From an optimization exercise on the open Yosys and OpenROAD flow, aimed at small area and a short achievable clock period; shortcuts taken in it are not production practice.
Function was checked by simulation only, so behaviour that the tests miss may differ from the original.

==> run K: inputs <==
## Processor
module Processor (
	input reset,
	input clock,
	input interruption,
	input [31:0] dataReadMD,
	input [31:0] instruction,
	input [31:0] IN_Data,
	input [31:0] dataHD,
	output flagMI,
	output LED,
	output flagMD,
	output flagHALT,
	output flagHD,
	output flagNumProg,
	output flagSend,
	output [1:0] flagShift,
	output [11:0] addressMD,
	output [11:0] addressMI,
	output [15:0] outTest,
	output [31:0] RWvalue,
	output [31:0] RDvalue,
	output [31:0] RSvalue,
	output [31:0] RTvalue,
	output [31:0] outLCD,
	input [31:0] netDataArduino,
	output flagSOControl,
	output flagReceive,
	output reg [1:0] addrSOControl,
	output [31:0] netDest,
	output [31:0] netData
);
clock: 12.0 ns
lec_check: 0
cap_margin: 20
cell_pad_in_sites_detail_placement: 1
cell_pad_in_sites_global_placement: 1
core_margin: 2
core_utilization: 33
cts_buf_list: sky130_fd_sc_hd__clkbuf_8
place_density: 0.5
setup_slack_margin: 4
slew_margin: 20
synth_hierarchical: 1
synth_minimum_keep_size: 0
standard.sh (not shown) runs the stock make flow with config.mk's settings and CLKGATE_MAP_FILE= SYNTH_SCRIPT=/design/flow/synth_recipe.tcl, a recipe that flattens the netlist after the stock synthesis.
==> flow/flow/run.sh <==
#!/bin/bash
# Layout flow: the standard ORFS flow (standard synthesis unchanged), with
# port buffers built from sky130_fd_sc_hd__buf_2 instead of the default choice,
# and sizing allowed to change a cell's footprint. The make output is logged
# to flow_make.log here; each ORFS step keeps its own log under orfs/logs/.
set -euo pipefail
bash standard.sh MATCH_CELL_FOOTPRINT=0 \
  "BUFFER_PORTS_ARGS=-buffer_cell sky130_fd_sc_hd__buf_2" \
  finish > flow_make.log 2>&1
==> inputs of run F, as changes to run K <==
==> flow/config.mk (replaced) <==
export PLATFORM = sky130hd
export DESIGN_NAME = Processor
export DESIGN_NICKNAME = Processor
export VERILOG_FILES = /design/flow/design.v
export SDC_FILE = /design/flow/constraint.sdc
export NUM_CORES = 4
export LEC_CHECK = 0
export CAP_MARGIN = 20
export CELL_PAD_IN_SITES_DETAIL_PLACEMENT = 1
export CELL_PAD_IN_SITES_GLOBAL_PLACEMENT = 1
export CORE_MARGIN = 2
export CORE_UTILIZATION = 30
export CTS_BUF_LIST = sky130_fd_sc_hd__clkbuf_8
export PLACE_DENSITY = 0.45
export SETUP_SLACK_MARGIN = 4
export SLEW_MARGIN = 20
export SYNTH_HIERARCHICAL = 1
export SYNTH_MINIMUM_KEEP_SIZE = 0
==> inputs of run H, as changes to run K <==
--- a/flow/design.v
+++ b/flow/design.v
@@ -1,45 +1,57 @@
 module ArithmeticLogicUnit (
 	input [5:0] funct,
 	input [31:0] RSvalue,
 	input [31:0] RTvalue,
 	input [31:0] immediate,
-	output reg [31:0] result
+	input opAlu,               
+	input [31:0] otherData,    
+	output [31:0] wdata
 );
 	wire useImm = (funct == 6'd1) | (funct == 6'd3) | (funct == 6'd5) | (funct == 6'd7);
 	wire isSub = (funct == 6'd2) | (funct == 6'd3) | (funct == 6'd11) | (funct == 6'd12) |
 	             (funct == 6'd13) | (funct == 6'd14);
+	wire isArith = (funct[5:2] == 4'd0);
 	wire [31:0] B = useImm ? immediate : RTvalue;
 	wire [31:0] b = B ^ {32{isSub}};
 	wire [31:0] a = RSvalue;
-	wire [31:0] g0, p0, carry, sum;
+	wire [31:0] g0, p0, carry;
 	AluAnd32 gen (.x(a), .z(b), .y(g0));
 	AluXor32 prop (.x(a), .z(b), .y(p0));
 	AluCarry cla (.g(g0), .p(p0), .cin(isSub), .c(carry));
-	AluXor32 add (.x(p0), .z({carry[30:0], isSub}), .y(sum));
-	wire ge = carry[31];
 	wire eqST = (RSvalue == RTvalue);
+	reg [31:0] logicRes;
 	always @(*) begin
 		case (funct)
-			6'd0, 6'd1, 6'd2, 6'd3: result = sum;
-			6'd4, 6'd5: result = g0;
-			6'd6, 6'd7: result = g0 | p0;
-			6'd8:  result = p0;
-			6'd9:  result = ~(g0 | p0);
-			6'd10: result = ~a;
-			6'd11: result = {31'd0, ~ge};
-			6'd12: result = {31'd0, ~ge | eqST};
-			6'd13: result = {31'd0, ge & ~eqST};
-			6'd14: result = {31'd0, ge};
-			6'd15: result = {31'd0, eqST};
-			6'd16: result = {31'd0, ~eqST};
-			default: result = 32'd0;
+			6'd4, 6'd5: logicRes = g0;
+			6'd6, 6'd7: logicRes = g0 | p0;
+			6'd8:  logicRes = p0;
+			6'd9:  logicRes = ~(g0 | p0);
+			6'd10: logicRes = ~a;
+			default: logicRes = 32'd0;
 		endcase
 	end
+	wire sum0 = p0[0] ^ isSub;
+	wire cmpGe = (funct == 6'd14) | ((funct == 6'd13) & ~eqST) | ((funct == 6'd12) & eqST) |
+	             ((funct == 6'd15) & eqST) | ((funct == 6'd16) & ~eqST);
+	wire cmpLt = (funct == 6'd11) | (funct == 6'd12) | ((funct == 6'd15) & eqST) |
+	             ((funct == 6'd16) & ~eqST);
+	wire r0ge = isArith ? sum0 : (cmpGe | logicRes[0]);
+	wire r0lt = isArith ? sum0 : (cmpLt | logicRes[0]);
+	Mux2 fin0 (.s(carry[31]), .a1(opAlu ? r0ge : otherData[0]), .a0(opAlu ? r0lt : otherData[0]),
+		.y(wdata[0]));
+	genvar i;
+	generate
+		for (i = 1; i < 32; i = i + 1) begin : W
+			wire x1 = opAlu ? (isArith ? ~p0[i] : logicRes[i]) : otherData[i];
+			wire x0 = opAlu ? (isArith ? p0[i] : logicRes[i]) : otherData[i];
+			Mux2 fin (.s(carry[i-1]), .a1(x1), .a0(x0), .y(wdata[i]));
+		end
+	endgenerate
 endmodule
 module AluAnd32 (input [31:0] x, input [31:0] z, output [31:0] y);
 	assign y = x & z;
 endmodule
 module AluXor32 (input [31:0] x, input [31:0] z, output [31:0] y);
 	assign y = x ^ z;
 endmodule
 module AluCarry (
@@ -88,60 +100,115 @@
 			Nand2 last (.a(sel[30]), .b(regs[30*32 + b]), .y(n[10]));
 			And4 m0 (.a(n[0]), .b(n[1]), .c(n[2]), .d(n[3]), .y(m[0]));
 			And4 m1 (.a(n[4]), .b(n[5]), .c(n[6]), .d(n[7]), .y(m[1]));
 			And3 m2 (.a(n[8]), .b(n[9]), .c(n[10]), .y(m[2]));
 			Nand3 fin (.a(m[0]), .b(m[1]), .c(m[2]), .y(value[b]));
 		end
 	endgenerate
 endmodule
-module RfReadFast #(parameter W = 32) (
-	input [30:0] sel,
-	input [31*W-1:0] regs,
-	output [W-1:0] value
+module RfDecode (
+	input [4:0] addr,
+	output [30:0] sel
 );
-	genvar b, k;
+	wire [3:0] lo;
+	wire [7:0] hi;
+	genvar j;
 	generate
-		for (b = 0; b < W; b = b + 1) begin : BIT
-			wire [15:0] n;
-			wire [3:0] m;
-			wire [1:0] o;
-			for (k = 0; k < 15; k = k + 1) begin : P
-				Aoi22 aoi (
-					.a1(sel[2*k]),     .b1(regs[(2*k)*W + b]),
-					.a2(sel[2*k + 1]), .b2(regs[(2*k + 1)*W + b]),
-					.y(n[k]));
-			end
-			Nand2 last (.a(sel[30]), .b(regs[30*W + b]), .y(n[15]));
-			for (k = 0; k < 4; k = k + 1) begin : Q
-				Nand4 nd (.a(n[4*k]), .b(n[4*k + 1]), .c(n[4*k + 2]), .d(n[4*k + 3]), .y(m[k]));
+		for (j = 0; j < 4; j = j + 1) begin : LO
+			assign lo[j] = (addr[1:0] == j);
+		end
+		for (j = 0; j < 8; j = j + 1) begin : HI
+			assign hi[j] = (addr[4:2] == j);
+		end
+		for (j = 1; j < 32; j = j + 1) begin : SEL
+			assign sel[j-1] = hi[j >> 2] & lo[j & 3];
+		end
+	endgenerate
+endmodule
+module RfAddrRead (
+	input [4:0] addr,
+	input [31*5-1:0] regs,
+	output [4:0] value
+);
+	wire [7:0] hi;
+	wire [3:0] lo;
+	genvar j, b, l, k;
+	generate
+		for (j = 0; j < 8; j = j + 1) begin : HI
+			assign hi[j] = (addr[4:2] == j);
+		end
+		for (j = 0; j < 4; j = j + 1) begin : LO
+			assign lo[j] = (addr[1:0] == j);
+		end
+		for (b = 0; b < 5; b = b + 1) begin : BIT
+			wire [3:0] inner;
+			for (l = 0; l < 4; l = l + 1) begin : L
+				wire [7:0] r;
+				for (k = 0; k < 8; k = k + 1) begin : R
+					if (4*k + l == 0) begin : Z
+						assign r[k] = 1'b0;
+					end else begin : V
+						assign r[k] = regs[(4*k + l - 1)*5 + b];
+					end
+				end
+				wire [3:0] n;
+				for (k = 0; k < 4; k = k + 1) begin : P
+					Aoi22 aoi (.a1(hi[2*k]), .b1(r[2*k]), .a2(hi[2*k + 1]), .b2(r[2*k + 1]), .y(n[k]));
+				end
+				Nand4 nd (.a(n[0]), .b(n[1]), .c(n[2]), .d(n[3]), .y(inner[l]));
 			end
-			Nor2 o0 (.a(m[0]), .b(m[1]), .y(o[0]));
-			Nor2 o1 (.a(m[2]), .b(m[3]), .y(o[1]));
-			Nand2 fin (.a(o[0]), .b(o[1]), .y(value[b]));
+			wire [1:0] m;
+			Aoi22 o0 (.a1(lo[0]), .b1(inner[0]), .a2(lo[1]), .b2(inner[1]), .y(m[0]));
+			Aoi22 o1 (.a1(lo[2]), .b1(inner[2]), .a2(lo[3]), .b2(inner[3]), .y(m[1]));
+			Nand2 fin (.a(m[0]), .b(m[1]), .y(value[b]));
 		end
 	endgenerate
 endmodule
-module RfDecode (
+module RfReadInd (
 	input [4:0] addr,
-	output [30:0] sel
+	input en,
+	input [31*32-1:0] regs,
+	input [31:0] bypass,
+	output [31:0] value
 );
 	wire [3:0] lo;
 	wire [7:0] hi;
-	genvar j;
+	wire [30:0] sel;
+	genvar j, b, k;
 	generate
 		for (j = 0; j < 4; j = j + 1) begin : LO
-			assign lo[j] = (addr[1:0] == j);
+			assign lo[j] = en & (addr[1:0] == j);
 		end
 		for (j = 0; j < 8; j = j + 1) begin : HI
 			assign hi[j] = (addr[4:2] == j);
 		end
 		for (j = 1; j < 32; j = j + 1) begin : SEL
 			assign sel[j-1] = hi[j >> 2] & lo[j & 3];
 		end
+		for (b = 0; b < 32; b = b + 1) begin : BIT
+			wire [15:0] n;
+			wire [3:0] m;
+			wire [1:0] o;
+			wire nb;
+			for (k = 0; k < 15; k = k + 1) begin : P
+				Aoi22 aoi (
+					.a1(sel[2*k]),     .b1(regs[(2*k)*32 + b]),
+					.a2(sel[2*k + 1]), .b2(regs[(2*k + 1)*32 + b]),
+					.y(n[k]));
+			end
+			Nand2 last (.a(sel[30]), .b(regs[30*32 + b]), .y(n[15]));
+			for (k = 0; k < 4; k = k + 1) begin : Q
+				Nand4 nd (.a(n[4*k]), .b(n[4*k + 1]), .c(n[4*k + 2]), .d(n[4*k + 3]), .y(m[k]));
+			end
+			Nor2 o0 (.a(m[0]), .b(m[1]), .y(o[0]));
+			Nor2 o1 (.a(m[2]), .b(m[3]), .y(o[1]));
+			Nand2 byp (.a(~en), .b(bypass[b]), .y(nb));
+			Nand3 fin (.a(o[0]), .b(o[1]), .c(nb), .y(value[b]));
+		end
 	endgenerate
 endmodule
 module Aoi222 (input a1, b1, a2, b2, a3, b3, output y);
 	assign y = ~((a1 & b1) | (a2 & b2) | (a3 & b3));
 endmodule
 module Aoi22 (input a1, b1, a2, b2, output y);
 	assign y = ~((a1 & b1) | (a2 & b2));
 endmodule
@@ -158,16 +225,19 @@
 	assign y = ~(a & b & c);
 endmodule
 module And4 (input a, b, c, d, output y);
 	assign y = a & b & c & d;
 endmodule
 module And3 (input a, b, c, output y);
 	assign y = a & b & c;
 endmodule
+module Mux2 (input s, a1, a0, output y);
+	assign y = s ? a1 : a0;
+endmodule
 module Processor (
 	input reset,
 	input clock,
 	input interruption,
 	input [31:0] dataReadMD,
 	input [31:0] instruction,
 	input [31:0] IN_Data,
 	input [31:0] dataHD,
@@ -252,70 +322,65 @@
 	wire flagRF          = en & (op_alu | op_lw | op_li | op_lr | op_in | op_rchd |
 	                             op_rchi | op_gpc | op_rso);
 	assign flagShift = {flagExecProc, flagHALT | flagCS};
 	assign outTest = {10'd0, opcode};
 	assign addressMI = pc;
 	wire [32*32-1:0] rfv;
 	assign rfv[31:0] = 32'd0;
 	wire [4:0] rdLow;
-	wire [30:0] selA;
 	wire [31*5-1:0] lowBits;
 	genvar ga;
 	generate
 		for (ga = 1; ga < 32; ga = ga + 1) begin : LOWB
 			assign lowBits[(ga-1)*5 +: 5] = rfv[ga*32 +: 5];
 		end
 	endgenerate
-	RfDecode decA (.addr(RD), .sel(selA));
-	RfReadFast #(.W(5)) readA (.sel(selA), .regs(lowBits), .value(rdLow));
+	RfAddrRead readA (.addr(RD), .regs(lowBits), .value(rdLow));
 	wire [4:0] addrRW = flagAddrRF ? rdLow : RD;
-	reg [31:0] wdata;
+	wire [31:0] wdata;
 	wire [31:0] wen;
 	genvar gi;
 	generate
 		for (gi = 1; gi < 32; gi = gi + 1) begin : R
 			reg [31:0] q;
 			assign wen[gi] = flagRF & (addrRW == gi);
 			always @(posedge clock)
 				if (wen[gi]) q <= wdata;
 			assign rfv[gi*32 +: 32] = q;
 		end
 	endgenerate
 	assign wen[0] = 1'b0;
-	wire [30:0] selD, selS, selT, selW;
+	wire [30:0] selD, selS, selT;
 	RfDecode decD (.addr(RD), .sel(selD));
 	RfDecode decS (.addr(RS), .sel(selS));
 	RfDecode decT (.addr(RT), .sel(selT));
-	RfDecode decW (.addr(rdLow), .sel(selW));
 	RegisterFile readD (.sel(selD), .regs(rfv[32*32-1:32]), .value(RDvalue));
 	RegisterFile readS (.sel(selS), .regs(rfv[32*32-1:32]), .value(RSvalue));
 	RegisterFile readT (.sel(selT), .regs(rfv[32*32-1:32]), .value(RTvalue));
-	wire [31:0] rdInd;
-	RfReadFast #(.W(32)) readW (.sel(selW), .regs(rfv[32*32-1:32]), .value(rdInd));
-	assign RWvalue = flagAddrRF ? rdInd : RDvalue;
+	RfReadInd readW (.addr(rdLow), .en(flagAddrRF), .regs(rfv[32*32-1:32]), .bypass(RDvalue),
+		.value(RWvalue));
 	assign outLCD  = rfv[6*32 +: 32];
 	assign netDest = rfv[1*32 +: 32];
 	assign netData = rfv[2*32 +: 32];
 	assign addressMD = flagLSR ? RSvalue[11:0] : instruction[11:0];
 	wire [31:0] imm = {{22{instruction[15]}}, instruction[15:6]};
-	wire [31:0] aluR;
-	ArithmeticLogicUnit alu (.funct(funct), .RSvalue(RSvalue), .RTvalue(RTvalue),
-		.immediate(imm), .result(aluR));
+	reg [31:0] otherData;
 	always @(*) begin
 		case (opcode)
-			6'd0: wdata = aluR;
-			6'd1, 6'd3: wdata = dataReadMD;
-			6'd12: wdata = IN_Data;
-			6'd2: wdata = {{11{instruction[20]}}, instruction[20:0]};
-			6'd25: wdata = {20'd0, processPC};
-			6'd17, 6'd19: wdata = dataHD;
-			default: wdata = netDataArduino;
+			6'd1, 6'd3: otherData = dataReadMD;
+			6'd12: otherData = IN_Data;
+			6'd2: otherData = {{11{instruction[20]}}, instruction[20:0]};
+			6'd25: otherData = {20'd0, processPC};
+			6'd17, 6'd19: otherData = dataHD;
+			default: otherData = netDataArduino;
 		endcase
 	end
+	ArithmeticLogicUnit alu (.funct(funct), .RSvalue(RSvalue), .RTvalue(RTvalue),
+		.immediate(imm), .opAlu(op_alu), .otherData(otherData), .wdata(wdata));
 	always @(posedge clock) begin
 		if (reset) begin
 			quantum <= 32'd500000;
 			multProg <= 1'b0;
 			addrCS <= 12'd0;
 			processPC <= 12'd0;
 		end else begin
 			if (en & op_sq) quantum <= RDvalue;
==> flow/config.mk (replaced) <==
export PLATFORM = sky130hd
export DESIGN_NAME = Processor
export DESIGN_NICKNAME = Processor
export VERILOG_FILES = /design/flow/design.v
export SDC_FILE = /design/flow/constraint.sdc
export NUM_CORES = 4
export LEC_CHECK = 0
export CAP_MARGIN = 20
export CELL_PAD_IN_SITES_DETAIL_PLACEMENT = 1
export CELL_PAD_IN_SITES_GLOBAL_PLACEMENT = 1
export CORE_MARGIN = 2
export CORE_UTILIZATION = 30
export CTS_BUF_LIST = sky130_fd_sc_hd__clkbuf_8
export PLACE_DENSITY = 0.45
export SETUP_SLACK_MARGIN = 4
export SLEW_MARGIN = 20
export SYNTH_HIERARCHICAL = 1
export SYNTH_MINIMUM_KEEP_SIZE = 0
==> flow_summary.json <==
{
  "swShare_pct": 33.5,
  "drive_above_1_share_pct": 37.4,
  "grt_pass1_wl_microns": 576000,
  "status": "complete, no violations",
  "met3_wirelength_microns": 54900,
  "core_area_sq_um": 214000,
  "wl_per_cell_microns": 46.6
}
That was run F.
==> flow_summary.json <==
{
  "swShare_pct": 32.2,
  "grt_pass1_wl_microns": 570000,
  "async_flop_share_pct": 0,
  "num-nonclk-inverters": 59,
  "core_area_sq_um": 217000,
  "drive_above_1_share_pct": 34.2,
  "status": "complete, no violations",
  "met3_wirelength_microns": 48500,
  "max_cap_violations": 0
}
That was run H.
==> flow_summary.json <==
{
  "swShare_pct": 34.3,
  "grt_pass1_wl_microns": 564000,
  "status": "complete, no violations",
  "core_area_sq_um": 195000,
  "wl_per_cell_microns": 47.4,
  "drive_above_1_share_pct": 35.9
}
That was run K.

## re-timing with driven ports
No port has a modelled driver above. Below, the same layouts with a new extraction and two added sets of constraints.
Step 1 assumes that a clkbuf_16 drives the clock port and a buf_2 every other input.
Step 2, shift: input delay + t, output delay - t, t = (earliest + latest rising clock arrival at the registers) / 2. This alone moves slack from input paths to output paths.
Three values: ideal, step 1, step 2; two values: the first two.
run	shift t [ns]	setup WS [ns]	cell pins on the clock port's net
run K	1.103	3.528 / 3.387 / 2.814	1
run F	1.081	3.628 / 3.519 / 2.972	1
run H	1.081	3.800 / 3.765 / 2.790	1
After both steps every run listed still meets setup and hold. The setup slack of run H, which loses most, moves by -0.035 ns with the drivers and by -1.010 ns with both steps.
